This is an optimization exercise on Yosys and OpenROAD, whose aim is small area, not a production implementation.
No functional check of the RTL was part of this run.

### design.v
`timescale 1ns / 1ns
module control(
        input [6:0] opcode,
        output reg branch,
        output reg mem_read,
        output reg mem_to_reg,
        output reg [1:0] alu_op,
        output reg mem_write,
        output reg alu_src,
        output reg reg_write
    );
    always @(*) begin
        case (opcode) 
            7'b0110011: {alu_src, mem_to_reg, reg_write, mem_read, mem_write, branch, alu_op} = 8'b00100010;  
            7'b0000011: {alu_src, mem_to_reg, reg_write, mem_read, mem_write, branch, alu_op} = 8'b11110000;  
            7'b0100011: {alu_src, mem_to_reg, reg_write, mem_read, mem_write, branch, alu_op} = 8'b10001000;  
            7'b1100011: {alu_src, mem_to_reg, reg_write, mem_read, mem_write, branch, alu_op} = 8'b00000101;  
            7'b0010011: {alu_src, mem_to_reg, reg_write, mem_read, mem_write, branch, alu_op} = 8'b10100010;  
            default: {alu_src, mem_to_reg, reg_write, mem_read, mem_write, branch, alu_op} = 8'b0;
        endcase
    end
endmodule
`timescale 1ns / 1ns
module immediate(
        input sysclk,
        input [31:0] instruction,
        output reg [31:0] immediate
    );
    wire [6:0] opcode = instruction[6:0];
    always @(*) begin    
        case (opcode)
            7'h03: immediate = {{20{instruction[31]}}, instruction[31:20]};  
            7'h13: immediate = {{20{instruction[31]}}, instruction[31:20]};  
            7'h23: immediate = {{20{instruction[31]}}, instruction[31:25], instruction[11:7]};  
            7'h63: immediate = {{19{instruction[31]}}, instruction[31], instruction[7], instruction[30:25], instruction[11:8], 1'b0};  
            default: immediate = 31'b0;  
        endcase
    end    
endmodule
`timescale 1ns / 1ns
module aluVcntrl(
    input [1:0] ALUOp,
    input [3:0] func,  
    output reg [3:0] ALUCtrl
    );
    localparam AND = 4'b0000;
    localparam OR  = 4'b0001;
    localparam ADD = 4'b0010;
    localparam SUB = 4'b0110;
    localparam NIL = 4'b1111;  
    always @(*) begin
        case ({ALUOp, func})
            12'b100000: ALUCtrl = ADD;
            12'b101000: ALUCtrl = SUB;
            12'b100110: ALUCtrl = OR;
            12'b100111: ALUCtrl = AND;
            12'b000010: ALUCtrl = ADD;  
            12'b010000: ALUCtrl = SUB;  
            default: ALUCtrl = NIL;
        endcase
    end
endmodule
`timescale 1ns / 1ns
module aluV_32(
        input [31:0] reg_one,
        input [31:0] reg_two,
        input [31:0] imm,
        input alu_src,
        input [3:0] ALUCtl,
        output reg zero,
        output reg [31:0] result
    );
    wire [31:0] A = reg_one;
    wire [31:0] B = alu_src ? imm : reg_two;
    wire [32:0] add = A + B;
    wire [32:0] sub = {1'b0, A} + {1'b0, ~B} + 1'b1;
    always @(*) begin
        zero = 0;
        case (ALUCtl) 
            4'b0000: result = A & B;  
            4'b0001: result = A | B;  
            4'b0010: begin  
                result = add;
           end
            4'b0110: begin  
                result = sub[31:0];
            end
            default: result = 32'b0;
        endcase
        zero = (result == 0);
   end 
endmodule
`timescale 1ns / 1ns
module reg_file(
        input sysclk,
        input [4:0] reg_one,
        input [4:0] reg_two, 
        input [4:0] write_reg,
        input [31:0] write_data,
        input reg_write,
        output reg [31:0] read_data_one,
        output reg [31:0] read_data_two
    );
    reg [31:0] regs [31:0];
    always @(posedge sysclk) begin
        if (reg_write) begin
            regs[write_reg] <= write_data;
        end
    end
    always @(*) begin
        read_data_one = (reg_one == 5'd0) ? 32'h0 : regs[reg_one];
        read_data_two = (reg_two == 5'd0) ? 32'h0 : regs[reg_two];
    end
endmodule
`timescale 1ns / 1ns
module pc_compute(
        input sysclk,
        input [31:0] immediate,
        input reset,
        input s0,
        input ctrl_branch,
        input alu_zero,
        output reg [7:0] pc
    );
    reg [7:0] standard_new_pc;
    reg [7:0] branch_new_pc;
    always @(posedge sysclk) begin
        standard_new_pc = pc + 4;
        branch_new_pc = pc + immediate;
        if (reset) begin
            pc <= s0 ? 32'h40 : 32'h00;
        end else begin            
            pc <= (ctrl_branch && alu_zero) ? branch_new_pc : standard_new_pc;
        end
    end
endmodule
`timescale 1ns / 1ns
module riscV_top(
        input sysclk,
        input reset,
        input boot_sel,
        output [7:0] imem_addr,
        input [31:0] imem_data,
        output [31:0] dmem_addr,
        output [31:0] dmem_wdata,
        output dmem_we,
        output dmem_re,
        input [31:0] dmem_rdata,
        output wb_en,
        output [4:0] wb_rd,
        output [31:0] wb_data
    );
    wire [7:0] pc;
    wire ctrl_branch;
    wire ctrl_mem_read;
    wire ctrl_mem_to_reg;
    wire [1:0] ctrl_alu_op;
    wire ctrl_mem_write;
    wire ctrl_alu_src;
    wire ctrl_reg_write;
    wire [31:0] instruction = imem_data;
    wire [4:0] rs1 = instruction[19:15];
    wire [4:0] rs2 = instruction[24:20];
    wire [4:0] rd = instruction[11:7];
    wire [31:0] reg_read_one;
    wire [31:0] reg_read_two;
    wire [3:0] alu_ctrl_out;
    wire alu_zero;
    wire [31:0] alu_result;
    wire [31:0] write_data;
    wire [31:0] imm;
    pc_compute program_counter_update(sysclk, imm, reset, boot_sel, ctrl_branch, alu_zero, pc);
    assign imem_addr = pc;
    control control_block(instruction[6:0], ctrl_branch, ctrl_mem_read, ctrl_mem_to_reg, ctrl_alu_op, ctrl_mem_write, ctrl_alu_src, ctrl_reg_write);
    reg_file register_file(sysclk, rs1, rs2, rd, write_data, ctrl_reg_write, reg_read_one, reg_read_two);
    immediate imm_gen(sysclk, instruction, imm);
    aluVcntrl alu_control(.ALUOp(ctrl_alu_op), .func({instruction[30], instruction[14:12]}), .ALUCtrl(alu_ctrl_out));
    aluV_32 ALU(reg_read_one, reg_read_two, imm, ctrl_alu_src, alu_ctrl_out, alu_zero, alu_result);
    assign dmem_addr = alu_result;
    assign dmem_wdata = reg_read_two;
    assign dmem_we = ctrl_mem_write;
    assign dmem_re = ctrl_mem_read;
    assign write_data = ctrl_mem_to_reg ? dmem_rdata : alu_result;
    assign wb_en = ctrl_reg_write;
    assign wb_rd = rd;
    assign wb_data = write_data;
endmodule
### config.mk
export PLATFORM = sky130hd
export DESIGN_NAME = riscV_top
export DESIGN_NICKNAME = riscV_top
export VERILOG_FILES = /design/flow/design.v
export SDC_FILE = /design/flow/constraint.sdc
export NUM_CORES = 4
export LEC_CHECK = 0
export CAP_MARGIN = 20
export CORE_MARGIN = 2
export CORE_UTILIZATION = 40
export SLEW_MARGIN = 20
### run.sh
#!/bin/bash
# synth_recipe.tcl (not shown) runs the flow's synth.tcl, then flattens the netlist and writes it again
# the make line also repeats each setting of config.mk as NAME=value (left out here)
make -C /OpenROAD-flow-scripts/flow DESIGN_CONFIG=/design/flow/config.mk WORK_HOME=/design/flow/orfs CLKGATE_MAP_FILE= SYNTH_SCRIPT=/design/flow/synth_recipe.tcl finish
### constraint.sdc
create_clock -name core_clock -period 11.0 [get_ports {sysclk}]
set_input_delay 2.2000 -clock core_clock [delete_from_list [all_inputs] [get_ports {sysclk}]]
set_output_delay 2.2000 -clock core_clock [all_outputs]
set_load 0.01 [all_outputs]
==> flow_summary.yaml <==
yosys:
  yosys.area_share.adder_pct: 2.48
  synthFlopType: "edfxtp_1"
  yosysMostFrequentCell: "edfxtp_1"
  syn_inst: 3306
  synth-async-reset-ratio_pct: 0
  synth_xor_area_share_pct: 0.209
  netlist_area_um2: 54400
  synth.area.mux_share_pct: 26.0
  synth_top_cell_by_area: "edfxtp_1"
  syn-num-nets: 3479
  synth_top_family_by_area: "multiplexers"
  synth-simple-area-share_pct: 4.64
  ys_seq_area_share_pct: 56.8
  synth_edf_count: 1026
  ys_ff_latch: 1032
  synth_common_cells: "edfxtp_1 (1026), mux4_2 (564), nor2_1 (175)"
  yosysTopAreaCellShare_pct: 56.6
  ys_warn_count: 6
  synth_cell_types: 95
  synth.area.top_cells: "edfxtp_1 (57%), mux4_2 (23%), ha_1 (2.4%), mux2i_1 (1.6%), a21oi_1 (1.3%)"
  synth_compound_area_share_pct: 7.11
  syn_avg_cell_area_um2: 16.5
clock_tree:
  root_buffer: "clkbuf_16"
  cts_max_level: 3
  numCtsBuffers: 107
  cts_sinks: 1032
  cts_hold_buffers: 0
  clk_latency_ns: 0.74
  tritoncts: "built"
  cts_buffer_depth: 3
  cts.clk_slew.worst_paths_ns: 0.06
grt:
  grt_pass1_wl_mm: 272
  grt_util_all_layers_pct: 27.7
  first_global_vias: 35000
  overflow: 0
  grt_max_degree: 76
  antenna_found_initial: 6
finish:
  drive_above_1_share_pct: 30.8
  n_fill_cell: 11500
  regArea_um2: 30900
  fin_cells: 5462
  syn2layout_area_growth_pct: 17.1
  layout.nets: 3760
  multi_input_area_um2: 22400
setup_path:
  critical-path-top-delay-family: "multiplexers"
  critPathBufInv: 5
  cp_slowest_cell: "mux4_2"
  critPathMaxFanout: 56
  crit_required_ns: 8.80
  slowest_delay_ns: 0.59
  worstSetupPathType: "primary input to output pin"
  startpoint_type: "primary input"
  cp-end-kind: "output pin"
  reg2regPathDepth: 22
  crit_arrival_ns: 8.58
  crit_cells: 21
  crit_chain: "buf_8, buf_12, mux4_2, mux4_2, mux2i_1, nor2_1, a21oi_1, ha_1, inv_1, a21oi_1, nand4_1, nor4_2, buf_4, nor4_2, o21bai_1, a211oi_1, a211o_1, o22ai_1, nand2_1, mux2_2, clkdlybuf4s50_1"
power_and_ir_drop:
  finalPower_mw: 10.4
  power_leakage_nw: 21.7
  ir_drop_mv: 0.154
  powerDensity_nw_per_um2: 163
sta:
  fmax_ghz: 0.0928
  relSlewSlack_pct: 29.1
  post-route-period-util_pct: 98.0
  setup_viol: 0
  rsz0062_at_grt: "no"
  tns_ns: 0
  min_period_ns: 10.78
  hold_violations: 0
  whs_ns: 0.680
  fin_skew_ns: 0.0376
  setup_slack_ns: 0.221
  worst_slew_pin_slew_ns: 1.05
  maxSlewViolCount: 0
status:
  status: "complete, no violations"
floorplan:
  start_util_pct: 40.2
  core.rowCount: 135
  ios: 179
  die_y_um: 373
  core_area_um2: 135000
  fp.dieW_um: 373
  die_area_um2: 139000
drt:
  vias: 36000
  drt_wl_total_mm: 194
  wire_per_inst_um: 35.6
  firstDrtPassIters: 7
  drt_first_iter_violations: 5284
  via_per_inst: 6.59
  ant_nets: 0
  drc: 0
min_path:
  hp-class: "flip-flop to flip-flop"
  min_delay_path_depth: 3
run:
  drv_cap: 0
placement:
  place.gp.congestion: 1.05
  place_hpwl_mm: 125
  placed_cells: 5259
  dpl_worst_slack_ns: 0.407
  io_buffers: 178
==> sequential cells by signal, summed over array words and instances, names as in the netlist <==
register,count
register_file.regs,1024
program_counter_update.pc,8
==> final cells by class <==
cell class / instances / area share, %
sequential: 1032 / 48.5
multi-input combinational: 1892 / 35.1
timing repair buffer: 423 / 6.35
clock buffer: 121 / 4.31
tap: 1781 / 3.49
clock inverter: 79 / 1.46
inverter: 131 / 0.771
antenna: 3 / 0.0118
==> layout by cell type, fill, tap and decap left out, drive strengths merged, types with 51 or more instances in the layout <==
master / netlist / routed
a21oi: 145 / 145
buf: 94 / 256
clkbuf: 157 / 121
clkdlybuf4s50: 0 / 167
clkinv: 0 / 51
edfxtp: 1026 / 1026
ha: 103 / 103
inv: 131 / 136
mux2: 52 / 52
mux2i: 87 / 87
mux4: 564 / 564
nand2: 122 / 122
nor2: 175 / 175
o21ai: 80 / 80
==> repair_timing <==
item                                    in CTS  in global routing
endpoints found under the setup margin       0                  1
endpoints found under the hold margin        0                  0
resized for setup                            0                  3
setup buffers                                0                  0
==> cell families (layout without fill, tap and decap cells) <==
logic type	after synthesis	count (layout)
buf+inv	382	754
mux	703	703
xor+xnor	13	13
other cells	0	3
simple gates	514	514
compound gates	556	556
fa+ha+maj	106	106
flops	1032	1032
==> per-stage QoR <==
| stage | util (%) | area, µm² |
|---|---|---|
| 2_1_floorplan | - | 54400 |
| 3_3_place_gp | 44.4 | 60100 |
| 3_5_place_dp | 44.4 | 60100 |
| 4_1_cts | 47.1 | 63700 |
| 5_1_grt | 47.1 | 63800 |
| 6_report | 47.1 | 63800 |
==> tightest hold or removal path: cells and delay by family (launching register included) <==
| kind | cells | cell delay [ns] |
|---|---|---|
| AND/OR/NAND/NOR | 2 | 0.15 |
| AO/OA/AOI/OAI | 1 | 0.12 |
| flip-flops | 1 | 0.37 |
==> report_power, final <==
part           switching, mW  internal [mW]
Combinational           1.26          0.765
Clock                   1.59           2.23
Sequential           0.00428           4.53
==> metal layers <==
layer / GRT usage, % / share of wire [%]
met1: 38.3 / 39
met2: 42.4 / 46
met3: 5.57 / 10
met4: 12.3 / 4.9
met5: 0 / 0.0077
==> path summary, 6_finish.rpt <==
path                                                   start                           end  slack [ns]
worst max register to register      register_file.regs[7][8]  program_counter_update.pc[6]        4.28
worst max-delay path                           imem_data[20]                   wb_data[31]        0.22
worst min register to register  program_counter_update.pc[7]  program_counter_update.pc[7]        0.68
worst min-delay path            program_counter_update.pc[7]  program_counter_update.pc[7]        0.68

## port drivers added, routing unchanged
The results above use ideal ports. As a check the final layout listed here was re-extracted and re-timed, cells and wires unchanged. Step 1 sets driving cells, clkbuf_16 on the clock port and buf_2 on the other inputs (assumed; they add their load-dependent delay and slew). Step 2 adds t to the input delays and takes it off the output delays; t is the mean of the earliest and latest rising clock arrival at the registers after step 1. Input paths then give back, and output paths get back, about the clock's delay inside the block. Slacks: ideal ports / drivers / drivers and shift; pairs: ideal ports / drivers.
t, ns: 0.795
setup slack, ns: 0.221 / 0.142 / 0.142
hold WS [ns]: 0.680 / 0.680 / 0.680
worst data-port slew with drivers (ns): 0.08
pins driven straight from the clock port: 1
After both steps this run still meets setup and hold. The setup slack of this run moves by -0.079 ns with the drivers and by -0.079 ns with both steps.
